Background: an optimization exercise with open tools, aiming at small area, a short achievable clock period and few clock cycles. Do not read the settings as production practice. Where RTL was checked, it was by simulation tests only, not by an equivalence proof against the original. Power figures rest on the tool's default switching activity, not on a simulated workload.

==> module divider1, before the edit <==
module divider1(quotient, valid_out, divisor, dividend, valid_in, rst, clk);
  output [63:0] quotient;
  output valid_out;
  input [63:0] divisor, dividend;
  input valid_in, rst, clk;
  localparam int K  = 3;                     
  localparam int DW = 67 + K;                
  localparam int JW = 5;                     
  logic          busy;
  logic          first;   
  logic          vo;
  logic [63:0]   rr;      
  logic [DW-1:0] nd;      
  logic          sbn;     
  logic [63:0]   rq;      
  logic          neg;     
  logic [JW-1:0] cnt;     
  assign valid_out = vo | quick;
  div_neg u_neg(.q(rq), .neg(neg), .y(quotient));
  wire        sa = dividend[63];
  wire        sb = divisor[63];
  wire [63:0] ma = sa ? (64'd0 - dividend) : dividend;
  wire [7:0]  t;
  wire        az, bz;
  div_len u_len(.a(dividend), .b(divisor), .t(t), .az(az), .bz(bz));
  logic [7:0]   tr;          
  logic         azr, bzr;    
  wire        zq = azr | (tr[7] & (tr != 8'hff));     
  wire        quick = first & (zq | bzr);              
  function automatic logic [JW-1:0] ncyc(input logic [6:0] x);   
    ncyc = '0;
    for (int i = 0; i < 128; i++) if (x == 7'(i)) ncyc = JW'((((i + 1) % 128) + 1) / K);
  endfunction
  wire [JW-1:0] j0 = ncyc(tr[6:0]);
  logic [DW-1:0] dsh;
  always_comb begin
    dsh = nd;
    for (int k = 0; k < JW; k++) if (first & j0[k]) dsh = (dsh << (K << k)) | ~({DW{1'b1}} << (K << k));
  end
  wire [DW-1:0] ndeff = dsh ^ {DW{first & sbn}};    
  function automatic logic [64:0] addc(input logic [DW-1:0] a, input logic [DW-1:0] b, input logic cin);
    logic [DW:0] g, p, G, P;
    g = {a & b, cin};
    p = {a ^ b, 1'b0};
    G = g; P = p;
    for (int l = 0; (1 << l) < DW + 1; l++) begin
      logic [DW:0] G2, P2;
      G2 = G; P2 = P;
      for (int i = 0; i < DW + 1; i++) begin
        if ((i >> l) & 1) begin
          G2[i] = G[i] | (P[i] & G[((i >> l) << l) - 1]);
          P2[i] = P[i] & P[((i >> l) << l) - 1];
        end
      end
      G = G2; P = P2;
    end
    addc[64] = G[DW];
    for (int i = 0; i < 64; i++) addc[i] = p[i+1] ^ G[i];
  endfunction
  logic [63:0]   rnext;
  logic [K-1:0]  qb;
  always_comb begin
    logic [63:0]   r;
    logic [64:0]   t;
    r = rr;
    for (int j = 0; j < K; j++) begin
      if (j == 0) t = addc({{(DW-64){1'b0}}, r}, nd, ~sbn);
      else        t = addc({{(DW-64){1'b0}}, r}, ~(~ndeff >> j), ~sbn);
      qb[K-1-j] = t[64] & ~(j == 0 && first);
      if (qb[K-1-j]) r = t[63:0];
    end
    rnext = r;
  end
  wire last = ((first ? j0 : cnt) == '0);
  always_ff @(posedge clk) begin
    if (rst) begin
      busy  <= 1'b0;
      first <= 1'b0;
      vo    <= 1'b0;
    end else if (!busy) begin
      busy  <= valid_in;
      first <= valid_in;
      vo    <= 1'b0;
    end else begin
      busy  <= ~last & ~quick;
      first <= 1'b0;
      vo    <= last & ~quick;
    end
  end
  always_ff @(posedge clk) begin
    if (!busy) begin
      rr    <= ma;
      nd    <= ~({{(DW-64){sb}}, divisor} << (K - 1));
      tr    <= t;
      azr   <= az;
      bzr   <= bz;
      sbn   <= sb;
      rq    <= {63'd0, bz};
      neg   <= bz ? ~sa : (sa ^ sb);
    end else begin
      rr    <= rnext;
      nd    <= ~(~ndeff >> K);
      cnt   <= (first ? j0 : cnt) - 1'b1;
      rq    <= {rq[63-K:0], qb};
    end
  end
endmodule
==> flow/config.mk <==
export PLATFORM = sky130hd
export DESIGN_NAME = divider1
export DESIGN_NICKNAME = divider1
export VERILOG_FILES = /design/flow/design.v
export SDC_FILE = /design/flow/constraint.sdc
export NUM_CORES = 8
export LEC_CHECK = 0
export CAP_MARGIN = 20
export CORE_MARGIN = 2
export CORE_UTILIZATION = 40
export SLEW_MARGIN = 20
export SYNTH_HIERARCHICAL = 1
==> flow/constraint.sdc <==
create_clock -name core_clock -period 32.0 [get_ports {clk}]
set_input_delay 6.4000 -clock core_clock [delete_from_list [all_inputs] [get_ports {clk}]]
set_output_delay 6.4000 -clock core_clock [all_outputs]
set_load 0.01 [all_outputs]
standard.sh (not shown) runs the stock make flow with config.mk's settings and CLKGATE_MAP_FILE= SYNTH_SCRIPT=/design/flow/synth_recipe.tcl, a recipe that flattens the netlist after the stock synthesis.
==> flow/flow/run.sh <==
#!/bin/bash
# Own flow: the standard layout (standard synthesis, floorplan, placement,
# CTS, routing); only the timing repair is asked to leave a setup margin,
# and port buffers use another buffer cell. Clock and constraints unchanged.
set -e
bash standard.sh SETUP_SLACK_MARGIN=21 "BUFFER_PORTS_ARGS=-buffer_cell sky130_fd_sc_hd__buf_1" finish > standard_finish.log 2>&1
Testbench counts at the start, summed over its fixed seeds: cycles 6,098.
==> next run, changes <==
--- a/flow/design.v
+++ b/flow/design.v
@@ -66,11 +66,12 @@
   logic [JW-1:0] cnt;     
   assign valid_out = vo | quick;
   div_neg u_neg(.q(rq), .neg(neg), .y(quotient));
   wire        sa = dividend[63];
   wire        sb = divisor[63];
-  wire [63:0] ma = sa ? (64'd0 - dividend) : dividend;
+  wire [63:0] ma;
+  div_abs u_abs(.a(dividend), .y(ma));
   wire [7:0]  t;
   wire        az, bz;
   div_len u_len(.a(dividend), .b(divisor), .t(t), .az(az), .bz(bz));
   logic [7:0]   tr;          
   logic         azr, bzr;    
@@ -176,10 +177,13 @@
   wire [8:0]  tt = {ia, 1'b1} + {nib, a[63]};
   assign t  = tt[8:1];
   assign bz = ~tb[6] & ~b[63];
   assign az = ~ta[6] & ~a[63];
 endmodule
+module div_abs(input [63:0] a, output [63:0] y);
+  assign y = a[63] ? (64'd0 - a) : a;
+endmodule
 module full_adder(S, Cout, A, B, Cin);
 	output S, Cout;
 	input A, B, Cin;
 	wire AB, AC, BC;
 	xor sum(S, A, B, Cin);
Die area rose by 0.43%.
First-iteration DRC count rose by 3.0%.
Via count rose by 1.3%.
Sequential share of layout area fell by 0.11 points.
Synthesized cell count hardly moves.
Critical path depth rose by 29.
Clock skew barely changes.
Worst setup slack is unchanged.
Routed wire length rose by 2.1%.
For the second run of this note, only the layout was checked, not whether the RTL still works.

========
Setup of rev 12:
Another version of the RTL of divider1 (not shown whole).
Size in the first run: roughly 3900 cells after synthesis, ~200 I/O pins.
==> module divider1, before the edit <==
module divider1(quotient, valid_out, divisor, dividend, valid_in, rst, clk);
  output [63:0] quotient;
  output valid_out;
  input [63:0] divisor, dividend;
  input valid_in, rst, clk;
  localparam int K  = 3;                     
  localparam int DW = 67 + K;                
  localparam int JW = 5;                     
  logic          busy;
  logic          first;   
  logic          vo;
  logic [63:0]   rr;      
  logic [DW-1:0] rd;      
  logic          sbn;     
  logic [63:0]   rq;      
  logic          neg;     
  logic [JW-1:0] cnt;     
  assign valid_out = vo | quick;
  div_neg u_neg(.q(rq), .neg(neg), .y(quotient));
  function automatic logic [6:0] bitlen(input logic [63:0] x);
    bitlen = 7'd0;
    for (int i = 0; i < 64; i++) if (x[i]) bitlen = 7'(i + 1);
  endfunction
  wire        sa = dividend[63];
  wire        sb = divisor[63];
  wire [63:0] ma = sa ? (64'd0 - dividend) : dividend;
  wire [6:0]  la = bitlen({1'b0, dividend[62:0] ^ dividend[63:1]}) + {6'd0, sa};
  wire [6:0]  lb = bitlen({1'b0, divisor[62:0] ^ divisor[63:1]});
  wire        bz = (divisor == 64'd0);
  wire        az = (dividend == 64'd0);
  logic [6:0]   lar, lbr;    
  logic         azr, bzr;    
  wire [7:0]  sdiff = {1'b0, lar} - {1'b0, lbr};
  wire        zq = azr | sdiff[7];                 
  wire [6:0]  s  = sdiff[6:0];                     
  wire        quick = first & (zq | bzr);          
  function automatic logic [JW-1:0] ncyc(input logic [6:0] x);   
    ncyc = '0;
    for (int i = 0; i < 128; i++) if (x == 7'(i)) ncyc = JW'((i + 1) / K);
  endfunction
  wire [JW-1:0] j0 = ncyc(s);
  logic [DW-1:0] dsh;
  always_comb begin
    dsh = rd;
    for (int k = 0; k < JW; k++) if (first & j0[k]) dsh = dsh << (K << k);
  end
  wire [DW-1:0] deff = dsh ^ {DW{first & sbn}};
  function automatic logic [64:0] addc(input logic [DW-1:0] a, input logic [DW-1:0] b, input logic cin);
    logic [DW:0] g, p, G, P;
    g = {a & b, cin};
    p = {a ^ b, 1'b0};
    G = g; P = p;
    for (int l = 0; (1 << l) < DW + 1; l++) begin
      logic [DW:0] G2, P2;
      G2 = G; P2 = P;
      for (int i = 0; i < DW + 1; i++) begin
        if ((i >> l) & 1) begin
          G2[i] = G[i] | (P[i] & G[((i >> l) << l) - 1]);
          P2[i] = P[i] & P[((i >> l) << l) - 1];
        end
      end
      G = G2; P = P2;
    end
    addc[64] = G[DW];
    for (int i = 0; i < 64; i++) addc[i] = p[i+1] ^ G[i];
  endfunction
  logic [63:0]   rnext;
  logic [K-1:0]  qb;
  always_comb begin
    logic [63:0]   r;
    logic [64:0]   t;
    r = rr;
    for (int j = 0; j < K; j++) begin
      if (j == 0) t = addc({{(DW-64){1'b0}}, r}, ~rd, ~sbn);
      else        t = addc({{(DW-64){1'b0}}, r}, ~(deff >> j), ~sbn);
      qb[K-1-j] = t[64] & ~(j == 0 && first);
      if (qb[K-1-j]) r = t[63:0];
    end
    rnext = r;
  end
  wire last = ((first ? j0 : cnt) == '0);
  always_ff @(posedge clk) begin
    if (rst) begin
      busy  <= 1'b0;
      first <= 1'b0;
      vo    <= 1'b0;
    end else if (!busy) begin
      busy  <= valid_in;
      first <= valid_in;
      vo    <= 1'b0;
    end else begin
      busy  <= ~last & ~quick;
      first <= 1'b0;
      vo    <= last & ~quick;
    end
  end
  always_ff @(posedge clk) begin
    if (!busy) begin
      rr    <= ma;
      rd    <= {{(DW-64){sb}}, divisor} << (K - 1);
      lar   <= la;
      lbr   <= lb;
      azr   <= az;
      bzr   <= bz;
      sbn   <= sb;
      rq    <= {63'd0, bz};
      neg   <= bz ? ~sa : (sa ^ sb);
    end else begin
      rr    <= rnext;
      rd    <= deff >> K;
      cnt   <= (first ? j0 : cnt) - 1'b1;
      rq    <= {rq[63-K:0], qb};
    end
  end
endmodule
==> flow/config.mk <==
export PLATFORM = sky130hd
export DESIGN_NAME = divider1
export DESIGN_NICKNAME = divider1
export VERILOG_FILES = /design/flow/design.v
export SDC_FILE = /design/flow/constraint.sdc
export NUM_CORES = 8
export LEC_CHECK = 0
export CAP_MARGIN = 20
export CORE_MARGIN = 2
export CORE_UTILIZATION = 40
export SLEW_MARGIN = 20
export SYNTH_HIERARCHICAL = 1
==> flow/constraint.sdc <==
create_clock -name core_clock -period 32.0 [get_ports {clk}]
set_input_delay 6.4000 -clock core_clock [delete_from_list [all_inputs] [get_ports {clk}]]
set_output_delay 6.4000 -clock core_clock [all_outputs]
set_load 0.01 [all_outputs]
==> flow/flow/run.sh <==
#!/bin/bash
# Own flow: the standard layout (standard synthesis, floorplan, placement,
# CTS, routing); only the timing repair is asked to leave a setup margin,
# and port buffers use another buffer cell. Clock and constraints unchanged.
set -e
bash standard.sh SETUP_SLACK_MARGIN=21 "BUFFER_PORTS_ARGS=-buffer_cell sky130_fd_sc_hd__buf_2" finish > standard_finish.log 2>&1
Relative to rev 12, the following input files were edited for rev 13:
diff --git a/flow/design.v b/flow/design.v
--- a/flow/design.v
+++ b/flow/design.v
@@ -57,45 +57,53 @@
   localparam int JW = 5;                     
   logic          busy;
   logic          first;   
   logic          vo;
   logic [63:0]   rr;      
-  logic [DW-1:0] rd;      
+  logic [DW-1:0] nd;      
   logic          sbn;     
   logic [63:0]   rq;      
   logic          neg;     
   logic [JW-1:0] cnt;     
   assign valid_out = vo | quick;
   div_neg u_neg(.q(rq), .neg(neg), .y(quotient));
-  function automatic logic [6:0] bitlen(input logic [63:0] x);
-    bitlen = 7'd0;
-    for (int i = 0; i < 64; i++) if (x[i]) bitlen = 7'(i + 1);
+  function automatic logic [6:0] msb(input logic [63:0] x);
+    logic [63:0] v; logic [5:0] p [64];
+    for (int i = 0; i < 64; i++) begin v[i] = x[i]; p[i] = 6'(i); end
+    for (int l = 0; l < 6; l++) begin
+      for (int i = 0; i < (32 >> l); i++) begin
+        p[i] = v[2*i+1] ? p[2*i+1] : p[2*i];
+        v[i] = v[2*i+1] | v[2*i];
+      end
+    end
+    msb = {v[0], p[0]};
   endfunction
   wire        sa = dividend[63];
   wire        sb = divisor[63];
   wire [63:0] ma = sa ? (64'd0 - dividend) : dividend;
-  wire [6:0]  la = bitlen({1'b0, dividend[62:0] ^ dividend[63:1]}) + {6'd0, sa};
-  wire [6:0]  lb = bitlen({1'b0, divisor[62:0] ^ divisor[63:1]});
-  wire        bz = (divisor == 64'd0);
-  wire        az = (dividend == 64'd0);
-  logic [6:0]   lar, lbr;    
+  wire [6:0]  ta = msb({1'b0, dividend[62:0] ^ dividend[63:1]});
+  wire [6:0]  tb = msb({1'b0, divisor[62:0] ^ divisor[63:1]});
+  wire [7:0]  ia = ta[6] ? {2'b0, ta[5:0]} : 8'hff;
+  wire [7:0]  nib = tb[6] ? ~{2'b0, tb[5:0]} : 8'h00;    
+  wire [7:0]  t  = ia + nib + {7'd0, sa};
+  wire        bz = ~tb[6] & ~sb;
+  wire        az = ~ta[6] & ~sa;
+  logic [7:0]   tr;          
   logic         azr, bzr;    
-  wire [7:0]  sdiff = {1'b0, lar} - {1'b0, lbr};
-  wire        zq = azr | sdiff[7];                 
-  wire [6:0]  s  = sdiff[6:0];                     
-  wire        quick = first & (zq | bzr);          
+  wire        zq = azr | (tr[7] & (tr != 8'hff));     
+  wire        quick = first & (zq | bzr);              
   function automatic logic [JW-1:0] ncyc(input logic [6:0] x);   
     ncyc = '0;
-    for (int i = 0; i < 128; i++) if (x == 7'(i)) ncyc = JW'((i + 1) / K);
+    for (int i = 0; i < 128; i++) if (x == 7'(i)) ncyc = JW'((((i + 1) % 128) + 1) / K);
   endfunction
-  wire [JW-1:0] j0 = ncyc(s);
+  wire [JW-1:0] j0 = ncyc(tr[6:0]);
   logic [DW-1:0] dsh;
   always_comb begin
-    dsh = rd;
-    for (int k = 0; k < JW; k++) if (first & j0[k]) dsh = dsh << (K << k);
+    dsh = nd;
+    for (int k = 0; k < JW; k++) if (first & j0[k]) dsh = (dsh << (K << k)) | ~({DW{1'b1}} << (K << k));
   end
-  wire [DW-1:0] deff = dsh ^ {DW{first & sbn}};
+  wire [DW-1:0] ndeff = dsh ^ {DW{first & sbn}};    
   function automatic logic [64:0] addc(input logic [DW-1:0] a, input logic [DW-1:0] b, input logic cin);
     logic [DW:0] g, p, G, P;
     g = {a & b, cin};
     p = {a ^ b, 1'b0};
     G = g; P = p;
@@ -118,12 +126,12 @@
   always_comb begin
     logic [63:0]   r;
     logic [64:0]   t;
     r = rr;
     for (int j = 0; j < K; j++) begin
-      if (j == 0) t = addc({{(DW-64){1'b0}}, r}, ~rd, ~sbn);
-      else        t = addc({{(DW-64){1'b0}}, r}, ~(deff >> j), ~sbn);
+      if (j == 0) t = addc({{(DW-64){1'b0}}, r}, nd, ~sbn);
+      else        t = addc({{(DW-64){1'b0}}, r}, ~(~ndeff >> j), ~sbn);
       qb[K-1-j] = t[64] & ~(j == 0 && first);
       if (qb[K-1-j]) r = t[63:0];
     end
     rnext = r;
   end
@@ -144,21 +152,20 @@
     end
   end
   always_ff @(posedge clk) begin
     if (!busy) begin
       rr    <= ma;
-      rd    <= {{(DW-64){sb}}, divisor} << (K - 1);
-      lar   <= la;
-      lbr   <= lb;
+      nd    <= ~({{(DW-64){sb}}, divisor} << (K - 1));
+      tr    <= t;
       azr   <= az;
       bzr   <= bz;
       sbn   <= sb;
       rq    <= {63'd0, bz};
       neg   <= bz ? ~sa : (sa ^ sb);
     end else begin
       rr    <= rnext;
-      rd    <= deff >> K;
+      nd    <= ~(~ndeff >> K);
       cnt   <= (first ? j0 : cnt) - 1'b1;
       rq    <= {rq[63-K:0], qb};
     end
   end
 endmodule
Notes after the runs:
- Rev 13 and rev 12 all finish clean.
- Fraction of cell area in non-clock buffers ends up lower on rev 13.
- Diff rev 12 -> rev 13: core utilization dropped 1.4 points; count of vias placed by the detailed router now smaller; total number of clock tree sinks now smaller.
- Rev 13 against rev 12: global-route usage now smaller, clock share of power saw an increase, routed length on met1 lost 9.2%, critical path depth now sits lower.
- Compared with rev 12, rev 13 shows a post-synth net total that is 353 lower.
- Rev 13 vs. rev 12: post-route cell area went down by 7.5%; met3 track demand over resource dropped 2.8 points; worst-case setup margin in the final layout rose by 0.59 ns; routed wire length moved down.
No run of this note included a check of the RTL's function; only the layout flow was run.

-- separate check: timing with driven ports --
No port has a modelled driver above. Below, the same layouts with a new extraction and two added sets of constraints. Step 1 (the two cells are an assumption about what drives the block):
set clk [get_ports {clk}]
set_driving_cell -lib_cell sky130_fd_sc_hd__clkbuf_16 $clk
set_driving_cell -lib_cell sky130_fd_sc_hd__buf_2 [delete_from_list [all_inputs] $clk]
Step 2 also shifts input and output timing later by t, the mid clock arrival at the registers, as if the neighbouring blocks saw the same clock. Slacks: ideal ports / drivers / drivers and shift; pairs: ideal ports / drivers.
| run | t, ns | setup WS [ns] | worst setup path after step 2 | worst register clock-pin slew, ns | pins driven straight from the clock port |
|---|---|---|---|---|---|
| the first run of note 1 | 0.651 | 21.220 / 21.209 / 20.557 | input to register | 0.07 / 0.07 | 1 |
| the second run of note 1 | 0.654 | 21.220 / 21.220 / 20.835 | input to register | 0.06 / 0.06 | 1 |
| rev 12 | 0.665 | 20.610 / 20.610 / 20.610 | register to register | 0.07 / 0.07 | 1 |
| rev 13 | 0.650 | 21.204 / 21.204 / 20.649 | input to register | 0.07 / 0.07 | 1 |
After both steps setup and hold are still met in every run listed. The setup slack of the first run of note 1, which loses most, moves by -0.011 ns with the drivers and by -0.663 ns with both steps.
